Background: an optimization exercise with open tools, aiming at a short achievable clock period and few clock cycles. Do not read the settings as production practice. At most, simulation tests tie the RTL to the original design; equivalence was not proved. Power and IR drop assume default switching activity.

// myCPU
module myCPU (
    input wire cpu_rst,
    input wire cpu_clk,
    output wire [13:0] inst_addr,
    input  wire [31:0] inst,
    output wire [31:0] Bus_addr,
    input  wire [31:0] Bus_rdata,
    output wire        Bus_wen,
    output wire [31:0] Bus_wdata
    , 
    output wire        debug_wb_have_inst,
    output wire [31:0] debug_wb_pc,
    output             debug_wb_ena,
    output wire [ 4:0] debug_wb_reg,
    output wire [31:0] debug_wb_value
);
clock: 8.0 ns
lec_check: 0
cap_margin: 20
core_margin: 2
core_utilization: 50
setup_slack_margin: 5
slew_margin: 20
synth_hierarchical: 1
run.sh (not shown) runs the stock make flow with config.mk's settings and CLKGATE_MAP_FILE= SYNTH_SCRIPT=/design/flow/synth_recipe.tcl, a recipe that flattens the netlist after the stock synthesis.
Testbench counts at the start, summed over its fixed seeds: cycles 83,222.
Then changed:
Settings changed: CAP_MARGIN 20 to 60, CORE_UTILIZATION 50 to 45, SLEW_MARGIN 20 to 60.
Outcome: Setup slack gets better by 0.11 ns. Critical path depth shrinks by 13. Wire length grows slightly. Power climbs slightly. Sequential share of layout area falls by 0.57 points. Area after synthesis does not change.
Then changed:
Settings changed: CAP_MARGIN 60 to 20, SLEW_MARGIN 60 to 20.
The new run finished clean.
Setup slack improves by 0.0090 ns.
Synthesized cell count stays the same.
Utilization fell by 0.29 points.
Routed wire length barely changes.
Clock-buffer cell count is higher by 2.
Total power stays flat.
Cell area came out lower by 0.52%.
Clock skew fell by 0.037 ns.
Worst hold slack gets better by 0.0052 ns.
Then changed:
Settings changed: PLACE_DENSITY from default to 0.7.
Cell area is about the same. Power went up by about 0.45%. Via count went up by 1.2%. Clock skew went up by 0.043 ns.

---

## run A
Another version of the RTL of myCPU (not shown whole).
Size: roughly 10000 cells after synthesis, roughly 2700 flip-flops, ~220 I/O pins.
Settings: LEC_CHECK=0, CAP_MARGIN=20, CORE_MARGIN=2, CORE_UTILIZATION=40, SLEW_MARGIN=20; clock period 8.0 ns.
Input changes introduced in run B (baseline for comparison: run A):
diff --git a/flow/config.mk b/flow/config.mk
--- a/flow/config.mk
+++ b/flow/config.mk
@@ -10,2 +10,3 @@
 export CORE_UTILIZATION = 40
+export SETUP_SLACK_MARGIN = 4.5
 export SLEW_MARGIN = 20
Notes after the runs:
Compare run B and run A | via count lower: run A. Of run B and run A, run B shows the higher number of signal-net buffers in the layout, with run A below it. Run B vs run A — part of the total power dissipated in sequential elements dropped 2.9 points. Comparing run B and run A, the higher portion of the clock cycle consumed by the worst path in the final layout is on run A. Power consumption for run B: 6.3% up relative to run A.
No functional check of the RTL was part of any run of this note.

---

myCPU, a different RTL version from the one above (not shown whole).
Size in the first run: about 11000 cells after synthesis, ~120000 µm² of cells after synthesis.
clock: 8.0 ns
lec_check: 0
cap_margin: 60
core_margin: 2
core_utilization: 45
setup_slack_margin: 5
slew_margin: 60
synth_hierarchical: 1
The first run went through all stages and came out clean.
Testbench counts at the start, summed over its fixed seeds: cycles 80,275.
Edit:
Settings changed: CAP_MARGIN 60 to 20, SLEW_MARGIN 60 to 20.
After rerunning: Sequential share of layout area goes up by 0.59 points; worst setup slack is worse by 140 ps; total power is lower by 0.30%.

---

== job 9302 ==
myCPU, a different RTL version from the one above (not shown whole).
For scale: about 10000 cells after synthesis, ~220 I/O pins, about 110000 um2 of cells after synthesis.
Settings: LEC_CHECK=0, CAP_MARGIN=20, CORE_MARGIN=2, CORE_UTILIZATION=45, SETUP_SLACK_MARGIN=5, SLEW_MARGIN=20, SYNTH_HIERARCHICAL=1; clock period 8.0 ns.
In summary, job 9302 completed successfully, with a layout that passed the timing, DRC and antenna checks.
Testbench counts of job 9302, summed over its fixed seeds: cycles 81,177.
> inputs changed (job 9302 -> job 8678)
- changing SLEW_MARGIN from 20 to 60
- changing CAP_MARGIN from 20 to 60
--- outcome ---
- Job 8678 closes out successfully: all stages finished, all timing, DRC and antenna checks passed.
- Diff job 9302 -> job 8678: logic depth of the worst path, buffers included went down by 1, average wire length per cell after detail routing decreased by 2.3 um relative to the old numbers.
- Job 8678 against job 9302: share of the clock period used by the worst path lower, pin count of the biggest net entering global routing went down.
- Going from job 9302 to job 8678, largest fanout of any net on the critical path grows by 34.
- Job 8678: worst voltage drop across the vdd grid higher than job 9302
- Delta (job 8678 minus job 9302): final worst clock skew decreased 0.013 ns, total power now sits lower, total setup buffers inserted after CTS fell by 179.

-- afterwards: timing with drivers on the ports --
Ports are ideal in the flow. The routed layouts listed here were re-timed in OpenROAD.
Step 1 assumes that a clkbuf_16 drives the clock port and a buf_2 every other input.
Step 2 adds t to the input delays and takes it off the output delays; t is the mean of the earliest and latest rising clock arrival at the registers after step 1. Input paths then give back, and output paths get back, about the clock's delay inside the block.
Slacks: ideal / step 1 / step 2; pairs: ideal / step 1.
run | t (ns) | setup slack, ns | worst setup path after step 2 | latest minus earliest clock arrival (ns) | cell pins on the clock port's net
the first run of note 1 | 1.078 | 4.718 / 4.700 / 3.733 | input to register | 0.134 / 0.134 | 1
the second run of note 1 | 1.043 | 4.827 / 4.726 / 3.896 | input to register | 0.136 / 0.136 | 1
the third run of note 1 | 1.042 | 4.836 / 4.737 / 3.869 | input to register | 0.121 / 0.121 | 1
the fourth run of note 1 | 1.060 | 4.713 / 4.671 / 3.697 | input to register | 0.142 / 0.142 | 1
run A | 0.996 | 1.167 / 1.167 / 1.167 | register to register | 0.086 / 0.085 | 1
run B | 1.010 | 3.012 / 3.012 / 3.012 | register to register | 0.115 / 0.115 | 1
the first run of note 3 | 1.054 | 4.689 / 4.678 / 3.624 | input to register | 0.119 / 0.120 | 1
the second run of note 3 | 1.059 | 4.547 / 4.503 / 3.444 | input to register | 0.103 / 0.103 | 1
job 9302 | 1.052 | 4.772 / 4.688 / 3.637 | input to register | 0.120 / 0.121 | 1
job 8678 | 1.039 | 4.800 / 4.714 / 3.692 | input to register | 0.099 / 0.100 | 1
After both steps every run listed still meets setup and hold. The setup slack of job 9302, which loses most, moves by -0.084 ns with the drivers and by -1.135 ns with both steps.
